This design comes from an exercise in tuning for small area, a short achievable clock period and few clock cycles on the open sky130 flow, not from production work. RTL that was checked went through simulation tests only; none was proved equivalent to the original. Power figures rest on the tool's default switching activity, not on a simulated workload.

## old
==> flow/design.v <==
module ALU_add #(
    parameter W = 32,
    parameter L = 24
) (
    input  wire [W-1:0] x,
    input  wire [W-1:0] y,
    input  wire         ci,
    output wire [W-1:0] s,
    output wire         co
);
  wire [L:0] cl;
  wire [W:L] c0, c1;
  wire [W-1:L] s0, s1;
  assign cl[0] = ci;
  genvar i;
  generate
    for (i = 0; i < L; i = i + 1) begin : g_lo
      assign s[i] = x[i] ^ y[i] ^ cl[i];
      assign cl[i+1] = (x[i] & y[i]) | (x[i] & cl[i]) | (y[i] & cl[i]);
    end
    assign c0[L] = 1'b0;
    assign c1[L] = 1'b1;
    for (i = L; i < W; i = i + 1) begin : g_hi
      assign s0[i] = x[i] ^ y[i] ^ c0[i];
      assign c0[i+1] = (x[i] & y[i]) | (x[i] & c0[i]) | (y[i] & c0[i]);
      assign s1[i] = x[i] ^ y[i] ^ c1[i];
      assign c1[i+1] = (x[i] & y[i]) | (x[i] & c1[i]) | (y[i] & c1[i]);
    end
  endgenerate
  assign s[W-1:L] = cl[L] ? s1 : s0;
  assign co = cl[L] ? c1[W] : c0[W];
endmodule
module ALU_bitlen (
    input  wire [31:0] x,
    output reg  [ 5:0] n
);
  integer i;
  always @(*) begin
    n = 6'd0;
    for (i = 0; i < 32; i = i + 1) if (x[i]) n = i + 1;
  end
endmodule
module alu_unit (
    input  wire        clk,
    input  wire        rst,
    input  wire        in_valid,
    output wire        in_ready,
    input  wire [ 4:0] in_op,
    input  wire [31:0] in_a,
    input  wire [31:0] in_b,
    output reg         out_valid,
    output reg  [31:0] out_result,
    output reg         out_exc
);
  reg        rdy;    
  reg        busy;   
  reg        v1;
  reg [ 4:0] op1;
  reg [31:0] a1;
  reg [31:0] b1;
  reg        first;  
  reg [ 4:0] cnt;    
  reg        bprev;  
  assign in_ready = rdy;
  wire acc     = in_valid & ~busy;
  wire in_long = (in_op[4:1] == 4'b0111);   
  wire o_add  = (op1 == 5'b00000);
  wire o_sub  = (op1 == 5'b00001);
  wire o_slt  = (op1 == 5'b00010);
  wire o_sltu = (op1 == 5'b00011);
  wire o_sll  = (op1 == 5'b01000);
  wire o_srl  = (op1 == 5'b01001);
  wire o_sra  = (op1 == 5'b01010);
  wire o_mul  = (op1 == 5'b01110);
  wire o_div  = (op1 == 5'b01111);
  wire o_sh   = o_sll | o_srl | o_sra;
  wire [5:0] la, lb;
  ALU_bitlen u_la (.x(a1), .n(la));
  ALU_bitlen u_lb (.x(b1), .n(lb));
  wire       b_zero   = (lb == 6'd0);
  wire [6:0] ldiff    = {1'b0, la} - {1'b0, lb};
  wire       div_triv = b_zero | ldiff[6];   
  wire [4:0] d        = ldiff[4:0];          
  wire        sh_b    = o_div | o_mul;   
  wire        sh_left = o_sll | (o_div & first);
  wire [31:0] sh_in = sh_b ? b1 : a1;
  wire [31:0] sh_hi = sh_left ? {1'b0, sh_in[31:1]} : {32{o_sra & a1[31]}};
  wire [31:0] sh_lo = sh_left ? {sh_in[0], 31'b0} : sh_in;
  wire [ 4:0] sh_amt = o_mul ? 5'd4 : o_div ? (first ? ~d : 5'd1) : (o_sll ? ~b1[4:0] : b1[4:0]);
  wire [62:0] f0 = {sh_hi[30:0], sh_lo};
  wire [46:0] f1 = sh_amt[4] ? f0[62:16] : f0[46:0];
  wire [38:0] f2 = sh_amt[3] ? f1[46:8] : f1[38:0];
  wire [34:0] f3 = sh_amt[2] ? f2[38:4] : f2[34:0];
  wire [32:0] f4 = sh_amt[1] ? f3[34:2] : f3[32:0];
  wire [31:0] sh_res = sh_amt[0] ? f4[32:1] : f4[31:0];
  wire o_and  = (op1 == 5'b00100);
  wire o_nor  = (op1 == 5'b00101);
  wire o_or   = (op1 == 5'b00110);
  wire o_xor  = (op1 == 5'b00111);
  wire o_lui  = (op1 == 5'b01011);
  wire o_andn = (op1 == 5'b01100);
  wire o_orn  = (op1 == 5'b01101);
  wire arith_sub = o_sub | o_slt | o_sltu | o_div;
  wire inv_b  = arith_sub | o_nor | o_andn | o_orn;   
  wire neg_a  = o_nor;                                 
  wire zero_a = o_lui;                                 
  wire ones_q = o_or | o_orn;                          
  wire sel_c  = o_and | o_nor | o_andn | o_or | o_orn;
  function [32:0] booth_row;   
    input [31:0] a;
    input [2:0] bits;
    input ones;   
    reg one, two, neg;
    begin
      one = bits[1] ^ bits[0];
      two = (bits == 3'b100) | (bits == 3'b011);
      neg = bits[2] & ~(bits[1] & bits[0]) | (bits == 3'b000) & ones;
      booth_row = {neg, ({32{one}} & a | {32{two}} & {a[30:0], 1'b0}) ^ {32{neg}}};
    end
  endfunction
  wire [ 2:0] r0b = o_mul ? {b1[1:0], bprev & ~first}
                          : (zero_a ? 3'b000 : (neg_a ? 3'b101 : 3'b010));
  wire [ 2:0] r1b = o_mul ? b1[3:1] : 3'b000;
  wire [32:0] r0 = booth_row(a1, r0b, 1'b0);
  wire [32:0] r1 = booth_row(a1, r1b, ones_q);
  wire        n0 = r0[32];
  wire        n1 = r1[32];
  wire [31:0] m_acc = o_mul ? (first ? 32'b0 : out_result) : (b1 ^ {32{inv_b}});
  wire [31:0] m_p = r0[31:0];
  wire [31:0] m_q = {r1[29:0], n1, n1};   
  wire [31:0] csa_s = m_acc ^ m_p ^ m_q;
  wire [31:0] csa_c = (m_acc & m_p) | (m_acc & m_q) | (m_p & m_q);
  wire        mul_last = ((b1[31:4] == 28'b0) & ~b1[3]) | (a1[27:0] == 28'b0);
  wire        mul_next_last = ((b1[31:8] == 24'b0) & ~b1[7]) | (a1[23:0] == 24'b0);
  wire [31:0] sum;
  wire        acout;
  ALU_add #(.W(32), .L(16)) u_add (.x(csa_s), .y({csa_c[30:0], n1}), .ci(o_mul ? n0 : arith_sub),
                                   .s(sum), .co(acout));
  wire        cout = acout | csa_c[31];   
  wire ovf  = (a1[31] ~^ m_acc[31]) & (a1[31] ^ sum[31]);
  wire slt  = (a1[31] & ~b1[31]) | ((a1[31] ~^ b1[31]) & sum[31]);
  wire sltu = ~cout;
  wire q    = cout;   
  wire [31:0] quo = {out_result[30:0], q};
  wire sel_sum = o_add | o_sub | o_mul | o_lui;
  wire sel_b0  = o_slt | o_sltu;
  wire [31:0] lg_res = ({32{sel_c}} & csa_c) | ({32{o_xor}} & csa_s);
  wire [31:0] res_ops = ({32{sel_sum}} & sum) | ({32{o_sh}} & sh_res) | lg_res
                      | {31'b0, sel_b0 & (o_slt ? slt : sltu)};
  wire exc_ops = (o_add | o_sub) & ovf;
  wire mul_go = v1 & o_mul;
  wire div_go = v1 & o_div;
  always @(posedge clk) begin
    if (~busy) begin
      op1 <= in_op;
      a1  <= in_a;
      b1  <= in_b;
    end else begin
      if (o_mul) a1 <= {a1[27:0], 4'b0};
      else if (~first & q) a1 <= sum;   
      b1 <= sh_res;   
    end
    first <= ~busy;
    bprev <= b1[3];
    cnt   <= first ? d : cnt - 5'd1;
    if (div_go)
      out_result <= first ? 32'b0 : quo;
    else
      out_result <= res_ops;
    out_exc <= div_go ? first & b_zero : exc_ops;
  end
  always @(posedge clk) begin
    if (rst) begin
      rdy       <= 1'b1;
      busy      <= 1'b0;
      v1        <= 1'b0;
      out_valid <= 1'b0;
    end else begin
      out_valid <= 1'b0;
      v1        <= 1'b0;
      if (mul_go) begin
        if (mul_last) begin
          out_valid <= 1'b1;
          rdy       <= 1'b1;
      busy      <= 1'b0;
        end else begin
          v1 <= 1'b1;
          if (mul_next_last) begin
            rdy  <= 1'b1;
            busy <= 1'b0;
          end
        end
      end else if (div_go) begin
        if (first ? div_triv : cnt == 5'd0) begin
          out_valid <= 1'b1;
          rdy       <= 1'b1;
      busy      <= 1'b0;
        end else begin
          v1 <= 1'b1;
          if (first ? d == 5'd0 : cnt == 5'd1) begin
            rdy  <= 1'b1;
            busy <= 1'b0;
          end
        end
      end else begin
        out_valid <= v1;
      end
      if (acc) begin
        v1  <= 1'b1;
        rdy  <= ~in_long;
        busy <= in_long;
      end
    end
  end
endmodule
export LEC_CHECK = 0
export ABC_AREA = 1
export CAP_MARGIN = 20
export CORE_MARGIN = 2
export CORE_UTILIZATION = 40
export CTS_BUF_LIST = sky130_fd_sc_hd__clkbuf_8
export CTS_CLUSTER_DIAMETER = 100
export CTS_CLUSTER_SIZE = 40
export PLACE_DENSITY = 0.6
export SLEW_MARGIN = 20
create_clock -name core_clock -period 64.0 [get_ports {clk}]
standard.sh (not shown) runs the stock make flow with config.mk's settings and CLKGATE_MAP_FILE= SYNTH_SCRIPT=/design/flow/synth_recipe.tcl, a recipe that flattens the netlist after the stock synthesis.
==> flow/flow/run.sh <==
#!/bin/bash
set -e
export BUFFER_PORTS_ARGS="-buffer_cell sky130_fd_sc_hd__buf_1"
cp standard.sh standard.sh.copy.txt
bash standard.sh > standard.log 2>&1
## Diff of input files: new against old
--- a/flow/design.v
+++ b/flow/design.v
@@ -70,10 +70,11 @@
   wire o_sltu = (op1 == 5'b00011);
   wire o_sll  = (op1 == 5'b01000);
   wire o_srl  = (op1 == 5'b01001);
   wire o_sra  = (op1 == 5'b01010);
-  wire o_mul  = (op1 == 5'b01110);
-  wire o_div  = (op1 == 5'b01111);
+  reg  c_mul, c_div, c_sub, c_invb, c_nega, c_zeroa, c_ones;
+  wire o_mul  = c_mul;
+  wire o_div  = c_div;
   wire o_sh   = o_sll | o_srl | o_sra;
   wire [5:0] la, lb;
   ALU_bitlen u_la (.x(a1), .n(la));
   ALU_bitlen u_lb (.x(b1), .n(lb));
@@ -99,13 +100,13 @@
   wire o_xor  = (op1 == 5'b00111);
   wire o_lui  = (op1 == 5'b01011);
   wire o_andn = (op1 == 5'b01100);
   wire o_orn  = (op1 == 5'b01101);
-  wire arith_sub = o_sub | o_slt | o_sltu | o_div;
-  wire inv_b  = arith_sub | o_nor | o_andn | o_orn;   
-  wire neg_a  = o_nor;                                 
-  wire zero_a = o_lui;                                 
-  wire ones_q = o_or | o_orn;                          
+  wire arith_sub = c_sub;     
+  wire inv_b  = c_invb;       
+  wire neg_a  = c_nega;       
+  wire zero_a = c_zeroa;      
+  wire ones_q = c_ones;       
   wire sel_c  = o_and | o_nor | o_andn | o_or | o_orn;
   function [32:0] booth_row;   
     input [31:0] a;
     input [2:0] bits;
@@ -151,9 +152,17 @@
   wire mul_go = v1 & o_mul;
   wire div_go = v1 & o_div;
   always @(posedge clk) begin
     if (~busy) begin
-      op1 <= in_op;
+      op1     <= in_op;
+      c_mul   <= (in_op == 5'b01110);
+      c_div   <= (in_op == 5'b01111);
+      c_sub   <= (in_op == 5'b00001) | (in_op == 5'b00010) | (in_op == 5'b00011) | (in_op == 5'b01111);
+      c_invb  <= (in_op == 5'b00001) | (in_op == 5'b00010) | (in_op == 5'b00011) | (in_op == 5'b01111)
+               | (in_op == 5'b00101) | (in_op == 5'b01100) | (in_op == 5'b01101);
+      c_nega  <= (in_op == 5'b00101);
+      c_zeroa <= (in_op == 5'b01011);
+      c_ones  <= (in_op == 5'b00110) | (in_op == 5'b01101);
       a1  <= in_a;
       b1  <= in_b;
     end else begin
       if (o_mul) a1 <= {a1[27:0], 4'b0};
Notes after the runs:
Where worst reg-to-reg setup slack is concerned, old is outperformed by new. | cell area | lower: old |. Taking old as the reference, in new global-route usage saw a decrease, maximum frequency from static timing analysis saw an increase, number of rows created at floorplan saw an increase. Compared with old, new shows non-clock buffer count that has gone up by a few percent. Combinational power sits higher in new than in old. For old, the uppermost layer routed was met5, unlike new, where it was met4. Sort new and old by number of enable-type register cells in the synthesized netlist, ascending, and old comes first. Row pre-CTS worst setup slack: new higher / old lower. Post-route clock period utilization for new is lower than for old. Count of cell instances traversed by the critical path was lower in the run labelled new. Growth of design area from synthesis to finish up 0.58 points in new wrt old.
Testbench counts of new, summed over its fixed seeds: cycles 39,421.
The RTL of old was laid out without a check of its function.

[separate check: timing with driven ports]
No port has a modelled driver above. Below, the same layouts with a new extraction and two added sets of constraints.
Step 1 assumes that a clkbuf_16 drives the clock port and a buf_2 every other input.
Step 2 times the ports against the registers' clock, not the clock port: input delays grow and output delays shrink by t, the midpoint of the rising clock arrivals with the driver on.
a / b / c = no drivers / after step 1 / after step 2; a / b = the first two.
| run | shift t [ns] | setup slack, ns | worst setup path at the end | slew at the worst register clock pin (ns) | cell pins on the clock port's net |
|---|---|---|---|---|---|
| old | 0.548 | 49.372 / 49.372 / 49.372 | register to register | 0.09 / 0.09 | 1 |
| new | 0.530 | 50.082 / 50.035 / 50.059 | input to register | 0.09 / 0.09 | 1 |
After both steps setup and hold are still met in every run listed. The setup slack of new, which loses most, moves by -0.047 ns with the drivers and by -0.023 ns with both steps.
